Background: an optimization exercise with open tools, aiming at small area. Do not read the settings as production practice.
The RTL was checked by simulation tests, not by an equivalence proof against the original design.
Power and IR drop assume default switching activity.

<file path="flow/design.v">
module lcd16x2_ctrl #(
    parameter integer CLK_PERIOD_NS = 20   
)(
    input  logic        clk,
    input  logic        rst,
    output logic        lcd_e,
    output logic        lcd_rs,
    output logic        lcd_rw,
    output logic [7:4]  lcd_db,
    input  logic [127:0] line1_buffer,   
    input  logic [127:0] line2_buffer
);
    localparam integer DELAY_15_MS   = 15 * 1000000 / CLK_PERIOD_NS + 1;
    localparam integer DELAY_1640_US = 1640 * 1000 / CLK_PERIOD_NS + 1;
    localparam integer DELAY_4100_US = 4100 * 1000 / CLK_PERIOD_NS + 1;
    localparam integer DELAY_100_US  = 100 * 1000 / CLK_PERIOD_NS + 1;
    localparam integer DELAY_40_US   = 40 * 1000 / CLK_PERIOD_NS + 1;
    localparam integer DELAY_NIBBLE     = 1000 / CLK_PERIOD_NS + 1;
    localparam integer DELAY_LCD_E      = 230 / CLK_PERIOD_NS + 1;
    localparam integer DELAY_SETUP_HOLD = 40 / CLK_PERIOD_NS + 1;
    localparam integer MAX_DELAY = DELAY_15_MS;
    logic        op_rs;
    logic [7:0]  op_data;
    logic [31:0] op_delay_h;
    logic [31:0] op_delay_l;
    typedef enum logic [3:0] {
        IDLE,
        WAIT_SETUP_H,
        ENABLE_H,
        WAIT_HOLD_H,
        WAIT_DELAY_H,
        WAIT_SETUP_L,
        ENABLE_L,
        WAIT_HOLD_L,
        WAIT_DELAY_L,
        DONE
    } op_state_t;
    op_state_t op_state, next_op_state;
    logic [31:0] cnt, next_cnt;
    typedef enum logic [2:0] {
        RESET,
        CONFIG,
        SELECT_LINE1,
        WRITE_LINE1,
        SELECT_LINE2,
        WRITE_LINE2
    } state_t;
    state_t state, next_state;
    logic [3:0] ptr, next_ptr;
    always_comb begin
        case (state)
            RESET: begin
                op_rs      = 1'b1;
                op_data    = 8'h00;
                op_delay_h = DELAY_NIBBLE;
                op_delay_l = DELAY_40_US;
                next_state = CONFIG;
                next_ptr   = 4'd5;   
            end
            CONFIG: begin
                case (ptr)
                    4'd5: begin op_rs = 1'b0; op_data = 8'h33; op_delay_h = DELAY_4100_US; op_delay_l = DELAY_100_US;  end
                    4'd4: begin op_rs = 1'b0; op_data = 8'h32; op_delay_h = DELAY_40_US;   op_delay_l = DELAY_40_US;   end
                    4'd3: begin op_rs = 1'b0; op_data = 8'h28; op_delay_h = DELAY_NIBBLE;  op_delay_l = DELAY_40_US;   end
                    4'd2: begin op_rs = 1'b0; op_data = 8'h06; op_delay_h = DELAY_NIBBLE;  op_delay_l = DELAY_40_US;   end
                    4'd1: begin op_rs = 1'b0; op_data = 8'h0C; op_delay_h = DELAY_NIBBLE;  op_delay_l = DELAY_40_US;   end
                    default: begin op_rs = 1'b0; op_data = 8'h01; op_delay_h = DELAY_NIBBLE; op_delay_l = DELAY_1640_US; end
                endcase
                next_ptr   = ptr;
                next_state = CONFIG;
                if (op_state == DONE) begin
                    next_ptr = ptr - 1;
                    if (ptr == 0) begin
                        next_state = SELECT_LINE1;
                    end
                end
            end
            SELECT_LINE1: begin
                op_rs      = 1'b0;
                op_data    = 8'h80;
                op_delay_h = DELAY_NIBBLE;
                op_delay_l = DELAY_40_US;
                next_ptr = 4'd15;
                if (op_state == DONE) begin
                    next_state = WRITE_LINE1;
                end else begin
                    next_state = SELECT_LINE1;
                end
            end
            WRITE_LINE1: begin
                op_rs        = 1'b1;
                op_data      = line1_buffer[ptr*8 +: 8];
                op_delay_h   = DELAY_NIBBLE;
                op_delay_l   = DELAY_40_US;
                next_ptr     = ptr;
                next_state   = WRITE_LINE1;
                if (op_state == DONE) begin
                    next_ptr = ptr - 1;
                    if (ptr == 0) begin
                        next_state = SELECT_LINE2;
                    end
                end
            end
            SELECT_LINE2: begin
                op_rs      = 1'b0;
                op_data    = 8'hC0;
                op_delay_h = DELAY_NIBBLE;
                op_delay_l = DELAY_40_US;
                next_ptr = 4'd15;
                if (op_state == DONE) begin
                    next_state = WRITE_LINE2;
                end else begin
                    next_state = SELECT_LINE2;
                end
            end
            WRITE_LINE2: begin
                op_rs        = 1'b1;
                op_data      = line2_buffer[ptr*8 +: 8];
                op_delay_h   = DELAY_NIBBLE;
                op_delay_l   = DELAY_40_US;
                next_ptr     = ptr;
                next_state   = WRITE_LINE2;
                if (op_state == DONE) begin
                    next_ptr = ptr - 1;
                    if (ptr == 0) begin
                        next_state = SELECT_LINE1;
                    end
                end
            end
            default: begin
                op_rs      = 1'b1;
                op_data    = 8'h00;
                op_delay_h = DELAY_NIBBLE;
                op_delay_l = DELAY_40_US;
                next_state = RESET;
                next_ptr   = 4'd0;
            end
        endcase
    end
    always_ff @(posedge clk) begin
        if (rst) begin
            state <= RESET;
            ptr   <= 4'd0;
        end else begin
            state <= next_state;
            ptr   <= next_ptr;
        end
    end
    assign lcd_rw = 1'b0;
    always_comb begin
        case (op_state)
            IDLE: begin
                lcd_db        = 4'b0000;
                lcd_rs        = 1'b0;
                lcd_e         = 1'b0;
                next_op_state = WAIT_SETUP_H;
                next_cnt      = DELAY_SETUP_HOLD;
            end
            WAIT_SETUP_H: begin
                lcd_db = op_data[7:4];
                lcd_rs = op_rs;
                lcd_e  = 1'b0;
                if (cnt == 0) begin
                    next_op_state = ENABLE_H;
                    next_cnt      = DELAY_LCD_E;
                end else begin
                    next_op_state = WAIT_SETUP_H;
                    next_cnt      = cnt - 1;
                end
            end
            ENABLE_H: begin
                lcd_db = op_data[7:4];
                lcd_rs = op_rs;
                lcd_e  = 1'b1;
                if (cnt == 0) begin
                    next_op_state = WAIT_HOLD_H;
                    next_cnt      = DELAY_SETUP_HOLD;
                end else begin
                    next_op_state = ENABLE_H;
                    next_cnt      = cnt - 1;
                end
            end
            WAIT_HOLD_H: begin
                lcd_db = op_data[7:4];
                lcd_rs = op_rs;
                lcd_e  = 1'b0;
                if (cnt == 0) begin
                    next_op_state = WAIT_DELAY_H;
                    next_cnt      = op_delay_h;
                end else begin
                    next_op_state = WAIT_HOLD_H;
                    next_cnt      = cnt - 1;
                end
            end
            WAIT_DELAY_H: begin
                lcd_db = 4'b0000;
                lcd_rs = 1'b0;
                lcd_e  = 1'b0;
                if (cnt == 0) begin
                    next_op_state = WAIT_SETUP_L;
                    next_cnt      = DELAY_SETUP_HOLD;
                end else begin
                    next_op_state = WAIT_DELAY_H;
                    next_cnt      = cnt - 1;
                end
            end
            WAIT_SETUP_L: begin
                lcd_db = op_data[3:0];
                lcd_rs = op_rs;
                lcd_e  = 1'b0;
                if (cnt == 0) begin
                    next_op_state = ENABLE_L;
                    next_cnt      = DELAY_LCD_E;
                end else begin
                    next_op_state = WAIT_SETUP_L;
                    next_cnt      = cnt - 1;
                end
            end
            ENABLE_L: begin
                lcd_db = op_data[3:0];
                lcd_rs = op_rs;
                lcd_e  = 1'b1;
                if (cnt == 0) begin
                    next_op_state = WAIT_HOLD_L;
                    next_cnt      = DELAY_SETUP_HOLD;
                end else begin
                    next_op_state = ENABLE_L;
                    next_cnt      = cnt - 1;
                end
            end
            WAIT_HOLD_L: begin
                lcd_db = op_data[3:0];
                lcd_rs = op_rs;
                lcd_e  = 1'b0;
                if (cnt == 0) begin
                    next_op_state = WAIT_DELAY_L;
                    next_cnt      = op_delay_l;
                end else begin
                    next_op_state = WAIT_HOLD_L;
                    next_cnt      = cnt - 1;
                end
            end
            WAIT_DELAY_L: begin
                lcd_db = 4'b0000;
                lcd_rs = 1'b0;
                lcd_e  = 1'b0;
                if (cnt == 0) begin
                    next_op_state = DONE;
                    next_cnt      = 0;
                end else begin
                    next_op_state = WAIT_DELAY_L;
                    next_cnt      = cnt - 1;
                end
            end
            DONE: begin
                lcd_db        = 4'b0000;
                lcd_rs        = 1'b0;
                lcd_e         = 1'b0;
                next_op_state = IDLE;
                next_cnt      = 0;
            end
            default: begin
                lcd_db        = 4'b0000;
                lcd_rs        = 1'b0;
                lcd_e         = 1'b0;
                next_op_state = IDLE;
                next_cnt      = 0;
            end
        endcase
    end
    always_ff @(posedge clk) begin
        if (state == RESET) begin
            op_state <= IDLE;
        end else begin
            op_state <= next_op_state;
            cnt      <= next_cnt;
        end
    end
endmodule
</file>
<file path="flow/run.sh">
#!/bin/bash
# synth_recipe.tcl (not shown) runs the flow's synth.tcl, then flattens the netlist and writes it again
# the make line also repeats each setting of config.mk as NAME=value (left out here)
make -C /OpenROAD-flow-scripts/flow DESIGN_CONFIG=/design/flow/config.mk WORK_HOME=/design/flow/orfs CLKGATE_MAP_FILE= SYNTH_SCRIPT=/design/flow/synth_recipe.tcl finish
</file>
<file path="flow/config.mk">
export PLATFORM = sky130hd
export DESIGN_NAME = lcd16x2_ctrl
export DESIGN_NICKNAME = lcd16x2_ctrl
export VERILOG_FILES = /design/flow/design.v
export SDC_FILE = /design/flow/constraint.sdc
export NUM_CORES = 4
export LEC_CHECK = 0
export CAP_MARGIN = 20
export CORE_MARGIN = 2
export CORE_UTILIZATION = 40
export SLEW_MARGIN = 20
</file>
<file path="flow/constraint.sdc">
create_clock -name core_clock -period 20.0 [get_ports {clk}]
set_input_delay 4.0000 -clock core_clock [delete_from_list [all_inputs] [get_ports {clk}]]
set_output_delay 4.0000 -clock core_clock [all_outputs]
set_load 0.01 [all_outputs]
</file>
==> impl_metrics.tcl, run 1 <==
set metrics [dict create \
    dp_hpwl_mm 17.9 \
    layout.nets 1022 \
    synth_edf_count 32 \
    cts-root-buf "clkbuf_16" \
    grt-ovfl-total 0 \
    slew_violations 0 \
    p_leak_nw 2.74 \
    rsz0062_at_grt "false" \
    post-place-ws_ns 9.61 \
    drt-initial-drc-count 497 \
    postSynth.asyncResetShare_pct 0 \
    die_area_mm2 0.0136 \
    fin_crit_sh_pct 52.0 \
    timing.fmax_mhz 96.2 \
    antenna_found_initial 1 \
    track_usage_pct 30.4 \
    synth_ff_type "edfxtp_1" \
    regArea_mm2 0.00118 \
    clk_latency_ns 0.29 \
    drcViolationCount 0 \
    cp-start-kind "input port" \
    place_congestion 0.958 \
    max_slew_margin_pct 34.1 \
    crit_path_end_kind "primary output" \
    finalClockSkew_ns 0.00547 \
    setup_ws_ns 9.60 \
    tns_ns 0 \
    hold_viol_final 0 \
    vias_per_cell 5.87 \
    syn_inst 527 \
    path_max_fanout 1 \
    drt-pass1-iter-count 5 \
    grt_pass1_wl_mm 30.6 \
    syn_nets 791 \
    holdBufCountCts 0 \
    core_region_area_mm2 0.0125 \
    outcome "no timing/DRC/antenna violations" \
    hold_path_class "register to register" \
    ios 265 \
    final_util_pct 63.2 \
    cp_data_arrival_time_ns 6.40 \
    ir_drop_uv 34.0 \
    required_ns 16.00 \
    start_util_pct 40.5 \
    cts_tree "done" \
    synthDistinctLibCells 70 \
    postSynthAreaPerCell_um2 9.62 \
    die_h_um 117 \
    routed_wl_mm 21.5 \
    cts_buffer_depth 2 \
    setup_viol 0 \
    cts_buffers 5 \
    drive_gt1_share_pct 10.3 \
    ant_nets 0 \
    timing.hold.ws_ns 0.619 \
    rows 41 \
    grt_max_degree 57 \
    synth.cell_area_mm2 0.00507 \
    crit_type "input port to primary output" \
    path_clk_slew_ns 0.06 \
    fillers 1108 \
    multi_input_area_mm2 0.00366 \
    die_w_um 117 \
    ys_seq_area_share_pct 23.3 \
    post_drt_wl_per_cell_um 23.1 \
    grt_pass1_vias 5448 \
    power.density_mw_per_mm2 37.8 \
    cap_viol_max_count 0 \
    fin_crit_ns 10.40 \
    ys_warn_count 1 \
    ys_ff_latch 43 \
    cts_setup_buffers 0 \
    htree_levels 2 \
    cts_sinks 43 \
    io_buffers 263 \
    syn_to_final_growth_pct 56.1 \
    tightest_slew_ns 0.989 \
    route.vias.total 5474 \
    cts.repair.resized 0 \
]
[layout by cell type (no fill, tap or decap), types with 6 or more instances in the layout]
cell / n
a221oi_1: 7
mux2i_1: 29
and2_1: 9
and3_1: 11
dfxtp_1: 10
nor2b_1: 7
ha_1: 6
xor2_1: 10
nand2_1: 35
nor2_1: 33
nor3_1: 16
inv_1: 11
nand3_1: 13
a21oi_1: 25
a211oi_1: 12
o21ai_0: 25
nand2b_1: 6
clkdlybuf4s50_1: 263
o22ai_1: 9
nor4_1: 11
mux4_2: 49
o31ai_1: 7
xnor2_1: 12
or3_1: 12
edfxtp_1: 32
[cells in the mapped netlist (13+ instances only)]
| master | n | area share, % |
|---|---|---|
| clkbuf_1 | 28 | 2.1 |
| mux2i_1 | 29 | 5.7 |
| nor3_1 | 16 | 1.6 |
| buf_2 | 13 | 1.3 |
| o21ai_0 | 25 | 2.5 |
| nor2_1 | 33 | 2.4 |
| mux4_2 | 49 | 22 |
| nand2_1 | 35 | 2.6 |
| edfxtp_1 | 32 | 19 |
| nand3_1 | 13 | 1.3 |
| a21oi_1 | 25 | 2.5 |
[worst max-delay path, cell delays in order]
cell	delay, ns
clkdlybuf4s50_1	0.46
mux2i_1	0.08
mux4_2	0.51
and2_1	0.17
o31a_1	0.30
o22ai_1	0.26
clkdlybuf4s50_1	0.62
[registers in the layout, indices dropped and copies added (netlist names)]
name      flops
state         3
op_state      4
ptr           4
cnt          32
[per-stage QoR]
stage          total power, W  cell area [µm²]  std cells
6_report             0.000299             7910        932
3_3_place_gp         0.000219             7770        923
2_1_floorplan        0.000154             5070        527
4_1_cts              0.000299             7910        931
5_1_grt              0.000311             7910        932
3_5_place_dp         0.000221             7770        923
[final cells by class]
type,count,area share (%)
Clock inverter,3,0.190
Multi-Input combinational cell,428,46.2
Timing Repair Buffer,267,33.6
Tap cell,172,2.72
Clock buffer,5,1.58
Antenna cell,1,0.0316
Inverter,13,0.617
Sequential cell,43,15.0
[final timing paths]
| check | end | start | cells past startpoint | slack [ns] |
|---|---|---|---|---|
| hold reg to reg | op_state[1] | op_state[1] | 2 | 0.62 |
| setup / recovery | lcd_db[4] | line1_buffer[60] | 7 | 9.60 |
| hold / removal | op_state[1] | op_state[1] | 2 | 0.62 |
| setup reg to reg | cnt[16] | ptr[0] | 8 | 16.69 |
[power breakdown]
part / internal [W] / total, W / switching [W]
Combinational: 0.0000712 / 0.000109 / 0.0000381
Sequential: 0.000101 / 0.000111 / 0.00000942
Clock: 0.0000454 / 0.0000786 / 0.0000333
Total: 0.000218 / 0.000299 / 0.0000808
[cells by family after synthesis]
| kind of cell | count (synthesis) | synth area share (%) |
|---|---|---|
| DFF | 43 | 23.3 |
| adders and majority gates | 7 | 1.68 |
| and+or+nand+nor | 192 | 21.6 |
| muxes | 81 | 28.2 |
| AOI/OAI and AO/OA | 125 | 16.9 |
| buffers and inverters | 56 | 4.54 |
| xor gates and xnor gates | 22 | 3.80 |
| other | 1 | 0.0740 |
[routing by layer]
metal	wire length [µm]	track usage, %
met1	7700	34.7
met2	11500	55.5
met3	1410	5.35
met4	957	13.2
met5	0	0
==> run 2, diff against run 1 <==
==> flow/design.v (replaced) <==
module lcd16x2_ctrl #(
    parameter integer CLK_PERIOD_NS = 20   
)(
    input  logic        clk,
    input  logic        rst,
    output logic        lcd_e,
    output logic        lcd_rs,
    output logic        lcd_rw,
    output logic [7:4]  lcd_db,
    input  logic [127:0] line1_buffer,
    input  logic [127:0] line2_buffer
);
    logic [17:0] s;      
    logic        bus;    
    logic        lo;     
    logic        line, wr;
    logic [3:0]  ptr;
    wire is_pre  = ~wr & ~ptr[3] &  ptr[2] &  ptr[1];
    wire is_cfg5 = ~wr & ~ptr[3] &  ptr[2] & ~ptr[1] &  ptr[0];
    wire is_cfg4 = ~wr & ~ptr[3] &  ptr[2] & ~ptr[1] & ~ptr[0];
    wire is_cfg0 = ~wr & ~ptr[3] & ~ptr[2] & ~ptr[1] & ~ptr[0];
    wire d_nib     = (s[1] & s[17]);
    wire d_52      = (s[0] & s[7] & s[17]);
    wire d_2002    = (s[0] & s[1] & ~s[2] & s[3] & s[4] & s[5] & ~s[7] & s[10] & ~s[14]);
    wire d_205002  = (~s[0] & ~s[1] & ~s[2] & s[3] & s[4] & s[5] & s[6] & s[7] & s[8] & ~s[9] & s[10] & ~s[11] & ~s[12] & ~s[13] & s[14] & ~s[15] & s[16] & s[17]);
    wire d_2004    = (~s[0] & s[1] & s[2] & s[3] & ~s[4] & s[6] & ~s[10] & ~s[11] & ~s[16]);
    wire d_5004    = (~s[0] & ~s[3] & ~s[4] & s[6] & ~s[7] & s[8] & s[9] & s[11] & s[12] & s[14] & s[15] & s[17]);
    wire d_82004   = (~s[0] & s[1] & s[2] & ~s[3] & s[4] & s[5] & s[6] & ~s[7] & s[8] & ~s[11] & ~s[13] & ~s[14] & s[15] & s[16] & ~s[17]);
    wire d_2       = (s[0]);
    logic term;
    always_comb begin
        if (bus)            term = d_nib;
        else if (!lo) begin
            if (is_cfg5)      term = d_205002;
            else if (is_cfg4) term = d_2002;
            else              term = d_52;
        end else begin
            if (is_pre)       term = d_2;
            else if (is_cfg5) term = d_5004;
            else if (is_cfg0) term = d_82004;
            else              term = d_2004;
        end
    end
    always_ff @(posedge clk) begin
        if (rst) begin
            s    <= 18'd0;
            bus  <= 1'b0;
            lo   <= 1'b1;
            line <= 1'b0;
            wr   <= 1'b0;
            ptr  <= 4'd6;
        end else if (term) begin
            s   <= 18'd0;
            bus <= ~bus;
            if (!bus) lo <= ~lo;
            if (!bus && lo) begin
                if (!wr && ptr == 4'hF) begin
                    wr <= 1'b1;
                end else begin
                    ptr <= ptr - 4'd1;
                    if (ptr == 4'd0) begin
                        wr   <= 1'b0;
                        line <= line ^ wr;
                    end
                end
            end
        end else begin
            s <= {s[16:0], ~(s[17] ^ s[10])};
        end
    end
    logic [3:0] ch_nib, cmd_nib;
    logic [7:0] byte_sel;
    assign byte_sel = line ? line2_buffer[ptr*8 +: 8] : line1_buffer[ptr*8 +: 8];
    assign ch_nib = lo ? byte_sel[3:0] : byte_sel[7:4];
    always_comb begin
        case (ptr)
            4'd5:    cmd_nib = lo ? 4'h3 : 4'h3;
            4'd4:    cmd_nib = lo ? 4'h2 : 4'h3;
            4'd3:    cmd_nib = lo ? 4'h8 : 4'h2;
            4'd2:    cmd_nib = lo ? 4'h6 : 4'h0;
            4'd1:    cmd_nib = lo ? 4'hC : 4'h0;
            4'd0:    cmd_nib = lo ? 4'h1 : 4'h0;
            default: cmd_nib = lo ? 4'h0 : {1'b1, line, 2'b00};
        endcase
    end
    assign lcd_rw = 1'b0;
    assign lcd_e  = bus & ((s[3] & ~s[5]) | (s[3] & s[5]) | (~s[3] & s[5]));
    assign lcd_rs = bus & wr;
    assign lcd_db = bus ? (wr ? ch_nib : cmd_nib) : 4'b0000;
endmodule
==> run 2 against run 1 <==
  * Still clean
  * Cell area fell by 22%
  * Cell count down 26%
  * Die area down 30%
  * Sequential cell count fell by 17
  * Critical path depth did not move
  * Sequential share of layout area down 6.5 points
  * Count of clock-buffer cells in the layout decreased by 2
==> impl_metrics.tcl, run 2 <==
set metrics [dict create \
    reg2reg_depth 6 \
    cts_setup_buffers 0 \
    place_congestion 0.922 \
    synth_ff_type "dfxtp_1" \
    seqPwrFrac_pct 22.3 \
    intPower_w 0.000218 \
    synth_area_leaders "mux4_2 (38%), dfxtp_1 (15%), mux2i_1 (7.8%)" \
    grt-ovfl-total 0 \
    synthTopCellsByCount "mux4_2 (59), mux2i_1 (27), dfxtp_1 (26)" \
    die_h_um 97.3 \
    routed_wl_mm 15.8 \
    setup_viol 0 \
    min_from "s[15]" \
    antenna_found_initial 2 \
    whs_endpoint "s[16]" \
    io_buffers 263 \
    fin_crit_ns 10.27 \
    tns_ns 0 \
    cp-start-kind "input port" \
    cap_viol_max_count 0 \
    rows 34 \
    timing.hold.ws_ns 0.495 \
    max_slew_margin_pct 32.1 \
    drt-initial-drc-count 263 \
    ys_ff_latch 26 \
    ir_drop_uv 37.6 \
    setup_ws_ns 9.73 \
    crit_path_end_kind "primary output" \
    r2r-end "s[4]" \
    cts_buffer_depth 2 \
    route.vias.total 4012 \
    vias_per_cell 5.84 \
    synth_most_common_cell "mux4_2" \
    cts_tree "done" \
    ys_warn_count 1 \
    layout_commonest_cell "clkdlybuf4s50_1" \
    switchingPower_w 0.000144 \
    p_leak_nw 2.09 \
    synth_top_cell_area_share_pct 38.2 \
    finalClockSkew_ns 0.00154 \
    synthDistinctLibCells 62 \
    hold_path_class "register to register" \
    holdBufCountCts 0 \
    postSynth.asyncResetShare_pct 0 \
    synth.cell_area_mm2 0.00348 \
    fin_crit_sh_pct 51.3 \
    drive_gt1_share_pct 14.0 \
    drcViolationCount 0 \
    swShare_pct 39.7 \
    drt-pass1-iter-count 5 \
    synth_edf_count 0 \
    syn_to_final_growth_pct 78.3 \
    hold-path-cell-count 1 \
    rsz0062_at_grt "false" \
    cts.repair.resized 0 \
    track_usage_pct 32.3 \
    regToRegSetupSlack_ns 17.11 \
    hold_viol_final 0 \
    largest_register_ffs 18 \
    timing.fmax_mhz 97.4 \
    clk_latency_ns 0.27 \
    regToRegStartpoint "ptr[0]" \
    yosys.area.top_type "mux4_2" \
    syn_nets 600 \
    ios 265 \
    dp_hpwl_mm 13.3 \
    reg_top3 "s: 18 flops, ptr: 4 flops" \
    ant_nets 0 \
    postSynthAreaPerCell_um2 10.3 \
    cts_buffers 3 \
    post-place-ws_ns 9.72 \
    post_drt_wl_per_cell_um 23.0 \
    cp_data_arrival_time_ns 6.27 \
    grt_pass1_wl_mm 23.7 \
    syn_inst 338 \
    tightest_slew_ns 1.02 \
    start_util_pct 40.5 \
    crit_type "input port to primary output" \
    grt_max_degree 50 \
    cts-root-buf "clkbuf_8" \
    required_ns 16.00 \
    die_area_mm2 0.00946 \
    grt_pass1_vias 4248 \
    die_w_um 97.3 \
    slew_violations 0 \
    top_register "s" \
    core_region_area_mm2 0.00859 \
    power_frac_comb_pct 65.7 \
    outcome "no timing/DRC/antenna violations" \
    power.density_mw_per_mm2 58.3 \
    layout.nets 840 \
    htree_levels 1 \
    ys_seq_area_share_pct 15.0 \
    path_clk_slew_ns 0.09 \
    path_max_fanout 1 \
    cts_sinks 26 \
    p_clk_share_pct 12.0 \
    final_cell_mix "clkdlybuf4s50_1 (263), mux4_2 (59), mux2i_1 (27)" \
]
[run 2: metal layers]
| metal | vias to the layer above | GRT usage [%] | wire (µm) |
|---|---|---|---|
| met5 | - | 0 | 0 |
| met4 | 0 | 11.0 | 509 |
| met3 | 28 | 5.47 | 1030 |
| met2 | 184 | 59.5 | 8530 |
| met1 | 1938 | 37.9 | 5730 |
| li1 | 1862 | - | - |
[run 2: layout make-up]
type | count | area, µm²
Clock buffer | 3 | 41.3
Fill cell | 691 | 2390
Inverter | 7 | 26.3
Timing Repair Buffer | 267 | 2660
Multi-Input combinational cell | 273 | 2780
Sequential cell | 26 | 528
Tap cell | 108 | 135
Antenna cell | 2 | 5.00
Clock inverter | 1 | 30.0
[run 2: worst max-delay path by stage]
stage | startpoint | to | depth (start not counted) | slack (ns)
final | line1_buffer[108] | lcd_db[4] | 7 | 9.73
after CTS | line1_buffer[108] | lcd_db[4] | 7 | 9.72
after global placement | line1_buffer[108] | lcd_db[4] | 7 | 9.72
after global routing | line2_buffer[124] | lcd_db[4] | 7 | 9.65
after detailed placement | line1_buffer[108] | lcd_db[4] | 7 | 9.72
after floorplan | line2_buffer[92] | lcd_db[4] | 5 | 10.82
[run 2: worst max-delay path, cell delays in order]
cell and delay [ns]:
clkdlybuf4s50_1 0.42, mux4_2 0.50, mux4_2 0.50, nor2_1 0.11, a31oi_1 0.05, a2bb2oi_1 0.16
clkdlybuf4s50_1 0.52
[run 2: logic make-up after synthesis]
kind of cell / Yosys count / share of synthesized area (%)
simple gates: 110 / 18.0
mux: 87 / 46.3
compound gates: 70 / 13.7
buf+inv: 39 / 5.25
flops: 26 / 15.0
fa+ha+maj: 4 / 1.44
other cells: 1 / 0.108
xor+xnor: 1 / 0.252
[run 2: through the flow]
stage,cell area [µm²],utilization (%),std cells,total power [W]
after floorplan,3480,-,338,0.000227
after global placement,6130,71.3,681,0.000312
after detailed placement,6130,71.3,681,0.000316
after CTS,6200,72.2,685,0.000360
after global routing,6210,72.2,687,0.000382
final,6210,72.2,687,0.000362
[run 2: power groups by stage]
stage,combinational [W],clock (W),sequential (W)
final,0.000238,0.0000436,0.0000806
after floorplan,0.000163,0,0.0000634
after global routing,0.000255,0.0000454,0.0000822
after detailed placement,0.000235,0,0.0000812
after global placement,0.000231,0,0.0000811
after CTS,0.000236,0.0000436,0.0000801
==> run 3, diff against run 2 <==
==> flow/flow/run.sh (new file) <==
#!/bin/bash
set -o pipefail
cp standard.sh standard_sh_copy.txt
echo 'export BUFFER_PORTS_ARGS = -buffer_cell sky130_fd_sc_hd__buf_1' >> config.mk
bash standard.sh > standard.log 2>&1
==> flow/standard.sh (new file) <==
#!/bin/bash
# synth_recipe.tcl (not shown) runs the flow's synth.tcl, then flattens the netlist and writes it again
# the make line also repeats each setting of config.mk as NAME=value (left out here)
make -C /OpenROAD-flow-scripts/flow DESIGN_CONFIG=/design/flow/config.mk WORK_HOME=/design/flow/orfs CLKGATE_MAP_FILE= SYNTH_SCRIPT=/design/flow/synth_recipe.tcl "${@:-finish}"
--- a/flow/config.mk
+++ b/flow/config.mk
@@ -11 +11,2 @@
 export SLEW_MARGIN = 20
+export BUFFER_PORTS_ARGS = -buffer_cell sky130_fd_sc_hd__buf_1
removed: flow/run.sh
==> run 3 against run 2 <==
  * Highest routed layer unchanged
  * Total power decreased by 11%
  * Largest power group unchanged
  * Largest cell class unchanged
  * Synthesized cell count unchanged
  * Die area unchanged
==> impl_metrics.tcl, run 3 <==
set metrics [dict create \
    outcome "no timing/DRC/antenna violations" \
    final_area_mm2 0.00456 \
    post-place-ws_ns 10.42 \
    rows 34 \
    slew_violations 0 \
    post-place-cells 681 \
    drt-pass1-iter-count 5 \
    grt_pass1_vias 4015 \
    holdBufCountCts 0 \
    syn_to_final_growth_pct 31.0 \
    tightest_slew_ns 1.09 \
    postSynth.asyncResetShare_pct 0 \
    synth_most_common_cell "mux4_2" \
    ios 265 \
    place_congestion 0.916 \
    timing.fmax_mhz 104 \
    layout.nets 840 \
    ys_warn_count 1 \
    cp-start-kind "input port" \
    cp_data_arrival_time_ns 5.61 \
    power.density_mw_per_mm2 71.0 \
    die_w_um 97.3 \
    largest_register_ffs 18 \
    htree_levels 1 \
    ir_drop_uv 69.7 \
    drcViolationCount 0 \
    path_max_fanout 1 \
    synth_top_cell_area_share_pct 38.2 \
    route.vias.total 4062 \
    ys_seq_area_share_pct 15.0 \
    synthTopCellsByCount "mux4_2 (59), mux2i_1 (27), dfxtp_1 (26)" \
    layout_commonest_cell "buf_1" \
    cts_buffer_depth 2 \
    track_usage_pct 30.3 \
    min_from "s[15]" \
    cts_setup_buffers 0 \
    grt-ovfl-total 0 \
    reg_top3 "s: 18 flops, ptr: 4 flops" \
    synthAdderAreaFrac_pct 1.44 \
    cts-root-buf "clkbuf_8" \
    regToRegSetupSlack_ns 17.15 \
    fin_crit_sh_pct 48.0 \
    path_clk_slew_ns 0.09 \
    hold-path-cell-count 1 \
    synthMuxAreaShare_pct 46.3 \
    io_buffers 263 \
    tns_ns 0 \
    ant_nets 0 \
    synth_compound_area_share_pct 13.7 \
    hold_viol_final 0 \
    syn_inst 338 \
    finalClockSkew_ns 0.00374 \
    synthDistinctLibCells 62 \
    antenna_found_initial 4 \
    post_drt_wl_per_cell_um 21.4 \
    setup_ws_ns 10.39 \
    required_ns 16.00 \
    die_h_um 97.3 \
    cts.repair.resized 0 \
    dpl_cell_area_mm2 0.00448 \
    setup_viol 0 \
    drive_gt1_share_pct 14.0 \
    reg2reg_depth 5 \
    yosys.area_share.simple_pct 18.0 \
    syn_nets 600 \
    regToRegStartpoint "ptr[0]" \
    rsz0062_at_grt "false" \
    yosys.area.top_type "mux4_2" \
    ys_ff_latch 26 \
    drt-initial-drc-count 289 \
    synth.cell_area_mm2 0.00348 \
    routed_wl_mm 14.8 \
    fin_cells 689 \
    cap_viol_max_count 0 \
    crit_type "input port to primary output" \
    p_leak_nw 1.37 \
    final_cell_mix "buf_1 (263), mux4_2 (59), mux2i_1 (27)" \
    grt_max_degree 80 \
    crit_path_end_kind "primary output" \
    cts_sinks 26 \
    synth_top_family_by_area "multiplexers" \
    postSynthAreaPerCell_um2 10.3 \
    synth_area_leaders "mux4_2 (38%), dfxtp_1 (15%), mux2i_1 (7.8%)" \
    fin_crit_ns 9.61 \
    dp_hpwl_mm 12.3 \
    cts_buffers 3 \
    start_util_pct 40.5 \
    clk_latency_ns 0.27 \
    synthXorXnorAreaFrac_pct 0.252 \
    vias_per_cell 5.90 \
    max_slew_margin_pct 27.2 \
    synth_ff_type "dfxtp_1" \
    hold_path_class "register to register" \
    whs_endpoint "s[16]" \
    top_register "s" \
    die_area_mm2 0.00946 \
    r2r-end "s[14]" \
    synth_edf_count 0 \
    cts_tree "done" \
    grt_pass1_wl_mm 22.1 \
    core_region_area_mm2 0.00859 \
]
[run 3: per-layer routing]
metal | GRT usage [%] | part of all wire [%] | up-vias
li1 | - | - | 1856
met1 | 39.1 | 39 | 1978
met2 | 50.5 | 51 | 195
met3 | 4.03 | 6.2 | 33
met4 | 14.6 | 4.5 | 0
met5 | 0 | 0 | -
[run 3: worst max-delay path by stage]
stage / to / depth (start not counted) / startpoint / slack (ns)
after global routing: lcd_db[5] / 7 / line2_buffer[109] / 10.38
after global placement: lcd_db[4] / 7 / line1_buffer[108] / 10.41
final: lcd_db[4] / 7 / line1_buffer[108] / 10.39
after floorplan: lcd_db[4] / 5 / line2_buffer[92] / 10.82
after detailed placement: lcd_db[4] / 7 / line1_buffer[108] / 10.42
after CTS: lcd_db[4] / 7 / line1_buffer[108] / 10.42
[run 3: cell families after synthesis]
group           count (synthesis)
compound gates                 70
xor+xnor                        1
fa+ha+maj                       4
buf+inv                        39
flops                          26
mux                            87
other cells                     1
simple gates                  110
[run 3: through the flow]
step / hold slack [ns] / util [%] / power, W
3_3_place_gp: 0.459 / 52.2 / 0.000282
6_report: 0.488 / 53.1 / 0.000324
5_1_grt: 0.508 / 53.0 / 0.000345
3_5_place_dp: 0.466 / 52.2 / 0.000284
2_1_floorplan: 0.436 / - / 0.000227
4_1_cts: 0.491 / 53.0 / 0.000323
[run 3: worst max-delay path: stages]
cell,delay (ns)
buf_1,0.09
mux4_2,0.49
mux4_2,0.51
nor2_1,0.13
a31oi_1,0.05
a2bb2oi_1,0.16
buf_1,0.16
[run 3: final cells by class]
class                   count  area [µm²]
diodes                      4        10.0
clock buffers               4        66.3
fillers                   874        4030
inverters                   7        26.3
multi-input cells         273        2780
flip-flops and latches     26         528
well taps                 108         135
repair buffers            267        1020
[run 3: where the power goes]
part,switching (W),total (W),internal [W]
combinational,0.0000854,0.000186,0.000101
clock,0.0000172,0.0000390,0.0000218
sequential,0.0000402,0.0000985,0.0000583
==> run 4, diff against run 3 <==
--- a/flow/design.v
+++ b/flow/design.v
@@ -71,5 +71,19 @@
     logic [3:0] ch_nib, cmd_nib;
-    logic [7:0] byte_sel;
-    assign byte_sel = line ? line2_buffer[ptr*8 +: 8] : line1_buffer[ptr*8 +: 8];
-    assign ch_nib = lo ? byte_sel[3:0] : byte_sel[7:4];
+    logic [3:0] pa;
+    logic [7:0] pb;
+    logic [31:0] seln;
+    logic [7:0] nb;
+    always_comb for (int i = 0; i < 4; i++) pa[i] = ({line, ptr[3]} == i[1:0]);
+    always_comb for (int i = 0; i < 8; i++) pb[i] = (ptr[2:0] == i[2:0]);
+    always_comb for (int i = 0; i < 4; i++) for (int j = 0; j < 8; j++) seln[8*i+j] = ~(pa[i] & pb[j]);
+    always_comb for (int b = 0; b < 8; b++) begin
+        logic [15:0] p;
+        logic [3:0]  q;
+        for (int t = 0; t < 16; t++)
+            p[t] = ~(((t < 8 ? line1_buffer[8*(2*t)+b]   : line2_buffer[8*(2*t-16)+b])   | seln[2*t]) &
+                     ((t < 8 ? line1_buffer[8*(2*t+1)+b] : line2_buffer[8*(2*t+1-16)+b]) | seln[2*t+1]));
+        for (int u = 0; u < 4; u++) q[u] = ~(p[4*u] | p[4*u+1] | p[4*u+2] | p[4*u+3]);
+        nb[b] = ~(q[0] & q[1] & q[2] & q[3]);
+    end
+    assign ch_nib = ~(lo ? nb[3:0] : nb[7:4]);
     always_comb begin
==> flow/flow/run.sh (replaced) <==
#!/bin/bash
# Layout flow: the standard ORFS flow (standard.sh) with two changes:
#  - synthesis maps with an area-oriented ABC script (own_abc.script) that keeps
#    the RTL's gate structure; everything else in synthesis is the standard flow's script;
#  - the port buffers are the smallest buffer cell (buf_1).
# The standard synthesis is also run (in orfs_std/) and its registers are
# compared with ours: same instance names and cell types, or the flow stops.
set -euo pipefail
W=$(pwd)
F=$W/flow
R=orfs/results/$FLOW_PLATFORM/lcd16x2_ctrl/base
echo 'export BUFFER_PORTS_ARGS = -buffer_cell sky130_fd_sc_hd__buf_1' >> config.mk

mk=$(grep '^make ' standard.sh)
own=$(echo "$mk" | sed -e "s#SYNTH_SCRIPT=[^ ]*#SYNTH_SCRIPT=$F/own_synth.tcl#" -e 's#"${@:-finish}"#synth#')
std=$(echo "$mk" | sed -e "s#WORK_HOME=[^ ]*#WORK_HOME=$W/orfs_std#" -e 's#"${@:-finish}"#synth#')

# standard synthesis, for its register list
eval "$std" > std_synth.log 2>&1
# own synthesis, into the work folder the rest of the flow uses
OWN_ABC_SCRIPT=$F/own_abc.script eval "$own" > own_synth.log 2>&1

regs() { grep -oE '^ *sky130_fd_sc_hd__(df|edf|sdf|dl)[a-z0-9_]+ +[^ ]+' "$1" | awk '{print $1, $2}' | sort; }
regs orfs_std/results/$FLOW_PLATFORM/lcd16x2_ctrl/base/1_2_yosys.v > regs_std.txt
regs $R/1_2_yosys.v > regs_own.txt
if ! cmp -s regs_std.txt regs_own.txt; then
  echo "register mismatch between standard and own synthesis" >&2
  diff regs_std.txt regs_own.txt >&2 || true
  exit 1
fi
echo "registers match: $(wc -l < regs_own.txt)"

bash standard.sh > standard.log 2>&1
==> flow/flow/own_abc.script (new file) <==
strash
&get -n
&st
&nf -R 1000
&put
==> flow/flow/own_synth.tcl (new file) <==
# synth_recipe.tcl with the ABC mapping script replaced by OWN_ABC_SCRIPT
proc synth {args} { yosys synth -nofsm -noshare {*}$args }
proc abc {args} {
  set i [lsearch -exact $args -script]
  if { $i >= 0 } { lset args [expr { $i + 1 }] $::env(OWN_ABC_SCRIPT) }
  yosys abc {*}$args
}
source $::env(SCRIPTS_DIR)/synth.tcl
# left out here: clear keep_hierarchy, flatten, clean up, hide names made inside functions, write 1_2_yosys.v
==> run 4 against run 3 <==
  * Clock power is 11% higher
  * Global-route usage grew 11 points
  * Maximum frequency decreased by 0.93%
  * Count of clock-buffer cells in the layout fell by 1
  * Via count up 15%
  * Utilization up 6.2 points
  * Critical path depth stayed put
  * Clock skew hardly changed
  * Highest routed layer unchanged
==> impl_metrics.tcl, run 4 <==
set metrics [dict create \
    outcome "no timing/DRC/antenna violations" \
    start_util_pct 41.1 \
    drive_gt1_share_pct 0.623 \
    syn_nets 639 \
    fillers 651 \
    fin_crit_sh_pct 48.5 \
    postSynthAreaPerCell_um2 6.89 \
    synth_ff_type "dfxtp_1" \
    reg_top3 "s: 18 flops, ptr: 4 flops" \
    tightest_slew_ns 0.970 \
    tns_ns 0 \
    drcViolationCount 0 \
    grt-ovfl-total 0 \
    synthDistinctLibCells 35 \
    hold_viol_final 0 \
    ys_warn_count 1 \
    path_clk_slew_ns 0.09 \
    die_w_um 84.5 \
    ys_seq_area_share_pct 20.1 \
    layout.nets 906 \
    die_area_mm2 0.00714 \
    drt-initial-drc-count 700 \
    vias_per_cell 6.50 \
    drt-pass1-iter-count 7 \
    final_cell_mix "buf_1 (263), o22ai_1 (128), nor4_1 (40)" \
    grt_pass1_wl_mm 23.0 \
    synth_most_common_cell "o22ai_1" \
    ys_ff_latch 26 \
    hold_path_class "register to register" \
    timing.fmax_mhz 103 \
    syn_to_final_growth_pct 44.3 \
    path_max_fanout 1 \
    final_area_mm2 0.00374 \
    dpl_cell_area_mm2 0.00367 \
    cp-start-kind "input port" \
    rsz0062_at_grt "false" \
    route.vias.total 4674 \
    slew_violations 0 \
    synth_edf_count 0 \
    cts_tree "done" \
    synth_area_leaders "o22ai_1 (31%), dfxtp_1 (20%), nor4_1 (9.7%)" \
    place_congestion 1.02 \
    synthTopCellsByCount "o22ai_1 (128), nor4_1 (40), nor2_1 (28)" \
    cap_viol_max_count 0 \
    clk_latency_ns 0.27 \
    cts_buffer_depth 2 \
    cts_buffers 3 \
    post_drt_wl_per_cell_um 22.0 \
    fin_crit_ns 9.70 \
    cp_data_arrival_time_ns 5.70 \
    cts.repair.resized 0 \
    setup_viol 0 \
    power.density_mw_per_mm2 58.8 \
    postSynth.asyncResetShare_pct 0 \
    io_buffers 263 \
    grt_pass1_vias 4312 \
    cts_sinks 26 \
    holdBufCountCts 0 \
    die_h_um 84.5 \
    ant_nets 0 \
    required_ns 16.00 \
    cts_setup_buffers 0 \
    crit_path_end_kind "primary output" \
    p_leak_nw 1.11 \
    top_register "s" \
    dp_hpwl_mm 13.3 \
    synth.cell_area_mm2 0.00259 \
    largest_register_ffs 18 \
    cts-root-buf "clkbuf_8" \
    grt_max_degree 31 \
    routed_wl_mm 15.8 \
    diodes 0 \
    synth_top_cell_area_share_pct 30.9 \
    ios 265 \
    syn_inst 376 \
    layout_commonest_cell "buf_1" \
    rows 29 \
    ir_drop_uv 52.1 \
    antenna_found_initial 0 \
    crit_type "input port to primary output" \
    max_slew_margin_pct 35.4 \
    yosys.area.top_type "o22ai_1" \
    htree_levels 1 \
    finalClockSkew_ns 0.00407 \
    track_usage_pct 41.7 \
    core_region_area_mm2 0.00631 \
]
## run 4: layout make-up
class                      instances  area (µm²)  area share, %
multi-input combinational        328        1990           53.1
timing repair buffer             263         987           26.4
sequential                        26         520           13.9
tap                               77        96.3           2.58
inverter                          21        78.8           2.11
clock buffer                       3        41.3           1.10
clock inverter                     1        30.0          0.803
## run 4: per-layer routing
metal  vias to the layer above  global-route usage, %  wire length [µm]
met2                       363                   65.9              7050
met1                      2114                   53.8              5940
li1                       2134                      -                 -
met4                         0                   19.0               858
met5                         -                      0                 0
met3                        63                   10.0              1970
## run 4: worst max-delay path, stage by stage
cell and delay (ns):
buf_1 0.12, o22ai_1 0.08, nor4_1 0.64, a41oi_1 0.21, o21ai_0 0.25, and3b_1 0.22
buf_1 0.17
## run 4: cells by family (layout without fill, tap and decap cells)
group                    count (synthesis)  count (layout)  share of synthesized area (%)
AO/OA/AOI/OAI                          164             164                           40.5
AND/OR/NAND/NOR                        147             147                           29.5
flip-flops                              26              26                           20.1
buffers and inverters                   22             288                           3.33
XOR/XNOR                                 6               6                           2.03
adder cells (fa/ha/maj)                  5               5                           2.41
multiplexers                             5               5                           1.93
other                                    1               1                          0.145
## run 4: stage by stage
stage | total power (W) | hold WS [ns] | util (%) | std cells | setup WS [ns]
after floorplan | 0.000128 | 0.417 | - | 376 | 11.19
after detailed placement | 0.000173 | 0.434 | 58.1 | 715 | 10.38
final | 0.000220 | 0.445 | 59.2 | 719 | 10.30
after global placement | 0.000173 | 0.431 | 58.1 | 715 | 10.37
after CTS | 0.000216 | 0.447 | 59.2 | 719 | 10.37
after global routing | 0.000231 | 0.463 | 59.2 | 719 | 10.23
## run 4: worst paths after layout
kind | depth (start not counted) | slack (ns) | to | startpoint
max | 7 | 10.30 | lcd_db[5] | line1_buffer[97]
min | 2 | 0.44 | s[13] | s[12]
min reg2reg | 2 | 0.44 | s[13] | s[12]
max reg2reg | 12 | 16.58 | s[11] | s[3]
## run 4: report_power, final
group	total, W	switching [W]	internal, W
logic	0.000107	0.0000645	0.0000427
registers	0.0000694	0.0000126	0.0000568
clock network	0.0000433	0.0000165	0.0000268

==> afterwards: timing with drivers on the ports <==
Ports are ideal in the flow. The routed layouts listed here were re-timed in OpenROAD. Step 1 assumes that a clkbuf_16 drives the clock port and a buf_2 every other input. Step 2 times the ports against the registers' clock, not the clock port: input delays grow and output delays shrink by t, the midpoint of the rising clock arrivals with the driver on. Three values: no drivers, after step 1, after step 2; two values: the first two.
run | t (ns) | setup WS [ns] | worst slew at a driven data input, ns
run 1 | 0.319 | 9.602 / 9.572 / 9.572 | 0.09
run 2 | 0.293 | 9.734 / 9.711 / 9.711 | 0.09
run 3 | 0.299 | 10.394 / 10.361 / 10.361 | 0.08
run 4 | 0.295 | 10.303 / 10.281 / 10.281 | 0.08
After both steps setup and hold are still met in every run listed. The setup slack of run 3, which loses most, moves by -0.033 ns with the drivers and by -0.033 ns with both steps.
